This design comes from an exercise in tuning for small area and a short achievable clock period on the open sky130 flow, not from production work.
In this exercise RTL edits were held to simulation tests only and were not proved equivalent to the original.
Power and IR drop assume default switching activity.

## run 1
## ula_top
module ula_top (
    input         clk,
    input  [31:0] in1,
    input  [31:0] in2,
    input  [4:0]  op,
    output [31:0] result,
    output        zero
);
clock: 5.5 ns
lec_check: 0
cap_margin: 20
core_margin: 2
core_utilization: 60
cts_buf_list: sky130_fd_sc_hd__clkbuf_8
place_density: 0.5
setup_slack_margin: 2.9
slew_margin: 20
standard.sh (not shown) runs the stock make flow with config.mk's settings and CLKGATE_MAP_FILE= SYNTH_SCRIPT=/design/flow/synth_recipe.tcl, a recipe that flattens the netlist after the stock synthesis.
==> flow/flow/run.sh <==
#!/bin/bash
# Own layout flow: the standard flow (standard.sh) with two changes:
#  - synthesis maps the logic with the ABC script in flow/abc.script
#    (registers are mapped by the standard steps, unchanged);
#  - the port buffers are plain buf_1 cells.
# Each tool's output goes to a log file in this folder.
set -euo pipefail
HERE=$(pwd)
# synthesis script: the standard one, with ORFS's synth.tcl calling abc with our script
sed "s#log_cmd abc {\*}\$abc_args#set abc_args [lreplace \$abc_args 1 1 $HERE/flow/abc.script]\n  log_cmd abc {*}\$abc_args#" \
    "$FLOW_HOME/scripts/synth.tcl" > "$HERE/synth_own.tcl"
grep -q "flow/abc.script" "$HERE/synth_own.tcl"
sed "s#source \$::env(SCRIPTS_DIR)/synth.tcl#source $HERE/synth_own.tcl#" synth_recipe.tcl > synth_recipe_own.tcl
grep -q "synth_own.tcl" synth_recipe_own.tcl
export BUFFER_PORTS_ARGS="-buffer_cell sky130_fd_sc_hd__buf_1"
bash standard.sh SYNTH_SCRIPT="$HERE/synth_recipe_own.tcl" finish > standard.log 2>&1
==> flow/flow/abc.script <==
&get -n
&st
&dch
&nf -p -R 100
&put
buffer -c
topo
stime -c
upsize -c
dnsize -c
Relative to run 1, the following input files were edited for run 2:
diff --git a/flow/config.mk b/flow/config.mk
--- a/flow/config.mk
+++ b/flow/config.mk
@@ -10 +10 @@
-export CORE_UTILIZATION = 60
+export CORE_UTILIZATION = 55
@@ -12 +11,0 @@
-export PLACE_DENSITY = 0.5
Findings:
- No stage failed in run 2, and the final checks on the layout all came back clean.
- | total global-route track usage | run 2 vs run 1 | 0.98 points lower |
- NOTE: wire length on met2 in run 2 exceeds that of run 1
- Between run 1 and run 2, the sequential share of cell area does not differ in any meaningful way.
- Layout net count down 5 in run 2 wrt run 1
- Taking run 1 as the reference, in run 2 horizontal die dimension went up 4.3%; count of plain and timing-repair buffers in the layout went down 3.1%.
- On clock period minus worst slack: run 2 sits above run 1.
diff inputs: run 2 => run 3
diff --git a/flow/config.mk b/flow/config.mk
--- a/flow/config.mk
+++ b/flow/config.mk
@@ -10 +10 @@
-export CORE_UTILIZATION = 55
+export CORE_UTILIZATION = 60
Results
On standard cell core area: run 3 sits below run 2.
As far as flip-flop and latch count goes, run 2 and run 3 are indistinguishable; the numbers are identical.
From run 2 to run 3 the numbers moved as follows: internal portion of total power was more or less identical, layout overhead on the synthesized area ~0 delta.
Run 3 vs. run 2: global-route usage moved up, worst-margin pin slew climbed 0.035 ns, number of antenna violations at the first check in global routing now sits at about the same level.
Of run 3 and run 2, run 2 shows the lower setup slack after layout, with run 3 above it.
Diff run 2 -> run 3: post-route clock period utilization now smaller; data required time at the worst endpoint saw little to no change.
Inputs modified between run 3 and run 4:
diff --git a/flow/flow/run.sh b/flow/flow/run.sh
--- a/flow/flow/run.sh
+++ b/flow/flow/run.sh
@@ -2 +2 @@
-# Own layout flow: the standard flow (standard.sh) with two changes:
+# Own layout flow: the standard flow (standard.sh) with three changes:
@@ -4,0 +5,2 @@
+#  - synthesis leaves the adder's half adders to ABC instead of mapping
+#    them to ha cells first (no ADDER_MAP_FILE);
@@ -16 +18 @@
-bash standard.sh SYNTH_SCRIPT="$HERE/synth_recipe_own.tcl" finish > standard.log 2>&1
+bash standard.sh SYNTH_SCRIPT="$HERE/synth_recipe_own.tcl" ADDER_MAP_FILE= finish > standard.log 2>&1
Notes after the runs:
Diff run 4 and run 3: hold slack higher in run 3. Diff run 3 -> run 4: ratio of final minimum period to clock period essentially unchanged; clock-net power increased 7.9%; worst IR drop on VDD went down by about 7%. Start point of the critical path: op[2] -> run 4, op[0] -> run 3.
The following lists how run 5 was set up differently from run 4:
==> flow/flow/abc.script <==
&get -n
&st
&dch
&nf -p -R 100
&put
==> run summary <==
Run 4 vs run 5, capturing element of the worst setup path: a_q[0]$_DFF_P_ vs result_q[29]$_DFF_P_. Height of the die (lower): run 5. Run 4 → run 5: number of clock sinks seen by CTS neither gained nor lost much; slack of the worst reg-to-reg path lost 0.02 ns; non-clock buffer total of the final layout picked up an extra 13%.


## job 5860
Another version of the RTL of ula_top (not shown whole).
Size in the first run: roughly 100 flip-flops, roughly 100 I/O pins, roughly 7400 sq um of cells after synthesis.
Settings: LEC_CHECK=0, CAP_MARGIN=20, CORE_MARGIN=2, CORE_UTILIZATION=60, CTS_BUF_LIST=sky130_fd_sc_hd__clkbuf_8, SETUP_SLACK_MARGIN=2.98, SLEW_MARGIN=20; clock period 5.5 ns.
==> flow/flow/run.sh <==
#!/bin/bash
# Own layout flow: the standard flow (standard.sh) with three changes:
#  - synthesis maps the logic with the ABC script in flow/abc.script
#    (registers are mapped by the standard steps, unchanged);
#  - synthesis leaves the adder's half adders to ABC instead of mapping
#    them to ha cells first (no ADDER_MAP_FILE);
#  - the port buffers are plain buf_1 cells.
# Each tool's output goes to a log file in this folder.
set -euo pipefail
HERE=$(pwd)
# synthesis script: the standard one, with ORFS's synth.tcl calling abc with our script
sed "s#log_cmd abc {\*}\$abc_args#set abc_args [lreplace \$abc_args 1 1 $HERE/flow/abc.script]\n  log_cmd abc {*}\$abc_args#" \
    "$FLOW_HOME/scripts/synth.tcl" > "$HERE/synth_own.tcl"
grep -q "flow/abc.script" "$HERE/synth_own.tcl"
sed "s#source \$::env(SCRIPTS_DIR)/synth.tcl#source $HERE/synth_own.tcl#" synth_recipe.tcl > synth_recipe_own.tcl
grep -q "synth_own.tcl" synth_recipe_own.tcl
export BUFFER_PORTS_ARGS="-buffer_cell sky130_fd_sc_hd__buf_1"
bash standard.sh SYNTH_SCRIPT="$HERE/synth_recipe_own.tcl" ADDER_MAP_FILE= finish > standard.log 2>&1
==> flow/flow/abc.script <==
&get -n
&st
&dch
&nf -p -R 100
&put
buffer -c
topo
stime -c
upsize -c
dnsize -c
Both conditions hold for job 5860: the flow ran to the end and the final layout passed the timing, design-rule and antenna checks.
Modified inputs, job 6009 compared to job 5860
# job 5860
export LEC_CHECK = 0
export CAP_MARGIN = 20
export CORE_MARGIN = 2
export CORE_UTILIZATION = 60
export CTS_BUF_LIST = sky130_fd_sc_hd__clkbuf_8
export SETUP_SLACK_MARGIN = 2.98
export SLEW_MARGIN = 20
create_clock -name core_clock -period 5.5 [get_ports {clk}]
# job 6009
export LEC_CHECK = 0
export CAP_MARGIN = 20
export CORE_MARGIN = 2
export CORE_UTILIZATION = 65
export CTS_BUF_LIST = sky130_fd_sc_hd__clkbuf_8
export SETUP_SLACK_MARGIN = 2.95
export SLEW_MARGIN = 20
create_clock -name core_clock -period 5.5 [get_ports {clk}]
--- outcome ---
From job 5860 to job 6009 the numbers moved as follows: clock-buffer cell count lower, maximum ir drop on the vdd rail higher.
Job 5860 → job 6009: first-iteration detailed-routing DRC count decreased 19%; slack of the worst reg-to-reg path essentially unchanged.
Delta(count of cells along the worst register-to-register path, job 6009 - job 5860) < 0
The run showing the greater final design area excluding fillers is job 5860.
Layout buffering overhead excluding clock cells (lower): job 5860
Compared job 5860 against job 6009; sequential share of cell area within noise.
In the flow results for job 6009 and job 5860, the height of the die is smaller on job 6009.
In job 6009, power density normalized to cell area is lower than in job 5860.
Job 6009 ended up with a higher final clock period utilization by the worst path than job 5860 did.
Here is what was changed in the inputs of job 4444 compared with job 6009.
# job 6009
export LEC_CHECK = 0
export CAP_MARGIN = 20
export CORE_MARGIN = 2
export CORE_UTILIZATION = 65
export CTS_BUF_LIST = sky130_fd_sc_hd__clkbuf_8
export SETUP_SLACK_MARGIN = 2.95
export SLEW_MARGIN = 20
create_clock -name core_clock -period 5.5 [get_ports {clk}]
# job 4444
export LEC_CHECK = 0
export CAP_MARGIN = 20
export CORE_MARGIN = 2
export CORE_UTILIZATION = 60
export CTS_BUF_LIST = sky130_fd_sc_hd__clkbuf_8
export SETUP_SLACK_MARGIN = 2.95
export SLEW_MARGIN = 20
create_clock -name core_clock -period 5.5 [get_ports {clk}]
==> flow/flow/abc.script <==
&get -n
&st
&dch
&nf -p -R 100
&put
### Flow results
A timing startpoint of the critical path of a_q[1] is what job 4444 shows, while op[1] belongs to job 6009. Diff job 6009 and job 4444: transition at the pin with the smallest max-transition slack higher in job 6009. The higher hold slack of job 6009 and job 4444 is in job 4444. Looking at clock share of power, job 4444 sits 0.7 points below job 6009. Cmp job 6009 and job 4444 / buffer share of cell area / lower: job 6009. Data arrival time at the worst-slack endpoint, job 6009 and job 4444: higher on job 6009. Comparing job 4444 against job 6009, there is no change at all in total clock buffers created by CTS. In the flow results for job 6009 and job 4444, the violation count after the first detailed-route iteration is smaller on job 6009. Area: job 4444 vs job 6009 -> job 4444 larger. In job 4444 relative to job 6009, via count had gone up by a few percent. Number of buffers inserted by post-CTS setup repair, job 6009 and job 4444, higher one = job 4444.
The inputs of job 3482 differ from those of job 4444 as listed below.
==> flow/flow/abc.script <==
&get -n
&st
&dch
&nf -p -R 100
&put
buffer -c
topo
stime -c
upsize -c
dnsize -c
Findings:
- Of job 4444 and job 3482, the run reporting the higher wire length was job 4444.
- Re non-clock buffer total of the final layout: job 4444 was higher than job 3482.
- Lower final design utilization among job 4444 and job 3482: job 3482
- Looking at clock skew, job 3482 sits above job 4444.
- For the die boundary height, job 3482 came in about 2.8% higher than job 4444 did.
- Compared with job 4444, in job 3482 first-pass GRT wire length went down 5.3%, clock network power share increased by 2.9 points relative to the old numbers, post-cts sizing count went down, per-cell routed wire length -0.75 microns, count of nets after finishing lower.
- Between job 4444 and job 3482, the flow reports total power consumption of the routed design decreasing by a few percent.
Changes in job 4976 relative to job 3482:
# job 3482
export LEC_CHECK = 0
export CAP_MARGIN = 20
export CORE_MARGIN = 2
export CORE_UTILIZATION = 60
export CTS_BUF_LIST = sky130_fd_sc_hd__clkbuf_8
export SETUP_SLACK_MARGIN = 2.95
export SLEW_MARGIN = 20
create_clock -name core_clock -period 5.5 [get_ports {clk}]
# job 4976
export LEC_CHECK = 0
export CAP_MARGIN = 20
export CORE_MARGIN = 2
export CORE_UTILIZATION = 60
export CTS_BUF_LIST = sky130_fd_sc_hd__clkbuf_8
export SETUP_SLACK_MARGIN = 2.9
export SLEW_MARGIN = 20
create_clock -name core_clock -period 5.5 [get_ports {clk}]
- Job 4976 has number of fillers in the final layout below what job 3482 had.
- Between job 3482 and job 4976, the total power is lower for job 3482.
- Job 4976 against job 3482: hold slack grew by 0.024 ns; global-route usage climbed 1.1 points; core occupancy in the finished layout increased 0.76 points; non-clock buffer count rose by 6.
## Diff of input files: job 5775 against job 4976
# job 4976
export LEC_CHECK = 0
export CAP_MARGIN = 20
export CORE_MARGIN = 2
export CORE_UTILIZATION = 60
export CTS_BUF_LIST = sky130_fd_sc_hd__clkbuf_8
export SETUP_SLACK_MARGIN = 2.9
export SLEW_MARGIN = 20
create_clock -name core_clock -period 5.5 [get_ports {clk}]
# job 5775
export LEC_CHECK = 0
export CAP_MARGIN = 20
export CORE_MARGIN = 2
export CORE_UTILIZATION = 60
export CTS_BUF_LIST = sky130_fd_sc_hd__clkbuf_8
export SETUP_SLACK_MARGIN = 2.92
export SLEW_MARGIN = 20
create_clock -name core_clock -period 5.5 [get_ports {clk}]
### Flow results
[compare] base=job 4976 new=job 5775: fraction of area in multi-input gates saw a decrease; relative contribution of the clock network to total power saw a decrease. Via count delta (job 4976 -> job 5775): insignificant. Job 4976 → job 5775: final RePlAce weighted congestion increased about 0.6%; smallest setup slack after layout lost 0.012 ns; tightest slew margin relative to the limit increased 18 points.

[re-timing with driven ports]
In the flow no input, the clock included, has a driving cell. The finished layouts below were timed again as built, in two steps.
Step 1 assumes that a clkbuf_16 drives the clock port and a buf_2 every other input.
Step 2 moves the port delays by t, midway between the first and last clock arrival at a register: inputs arrive t later, outputs are due t later. That takes back most of the time a late clock gives input paths.
Three values: ideal ports, drivers, drivers and shift; two values: the first two.
run | shift t [ns] | slack for setup (ns) | worst hold slack (ns) | cell pins on the clock port's net
run 1 | 0.420 | 2.951 / 2.934 / 2.516 | 0.582 / 0.582 / 0.582 | 1
run 2 | 0.433 | 2.925 / 2.929 / 2.502 | 0.608 / 0.608 / 0.608 | 1
run 3 | 0.420 | 2.951 / 2.934 / 2.516 | 0.582 / 0.582 / 0.582 | 1
run 4 | 0.421 | 2.944 / 2.935 / 2.540 | 0.525 / 0.525 / 0.525 | 1
run 5 | 0.434 | 2.928 / 2.928 / 2.537 | 0.577 / 0.577 / 0.577 | 1
job 5860 | 0.414 | 2.942 / 2.905 / 2.549 | 0.535 / 0.535 / 0.535 | 1
job 6009 | 0.412 | 2.920 / 2.882 / 2.469 | 0.505 / 0.505 / 0.505 | 1
job 4444 | 0.437 | 2.956 / 2.914 / 2.477 | 0.558 / 0.558 / 0.558 | 1
job 3482 | 0.423 | 2.958 / 2.924 / 2.527 | 0.538 / 0.538 / 0.538 | 1
job 4976 | 0.442 | 2.935 / 2.927 / 2.552 | 0.563 / 0.563 / 0.563 | 1
job 5775 | 0.427 | 2.923 / 2.910 / 2.504 | 0.516 / 0.516 / 0.516 | 1
After both steps every run listed still meets setup and hold. The setup slack of job 4444, which loses most, moves by -0.042 ns with the drivers and by -0.479 ns with both steps.
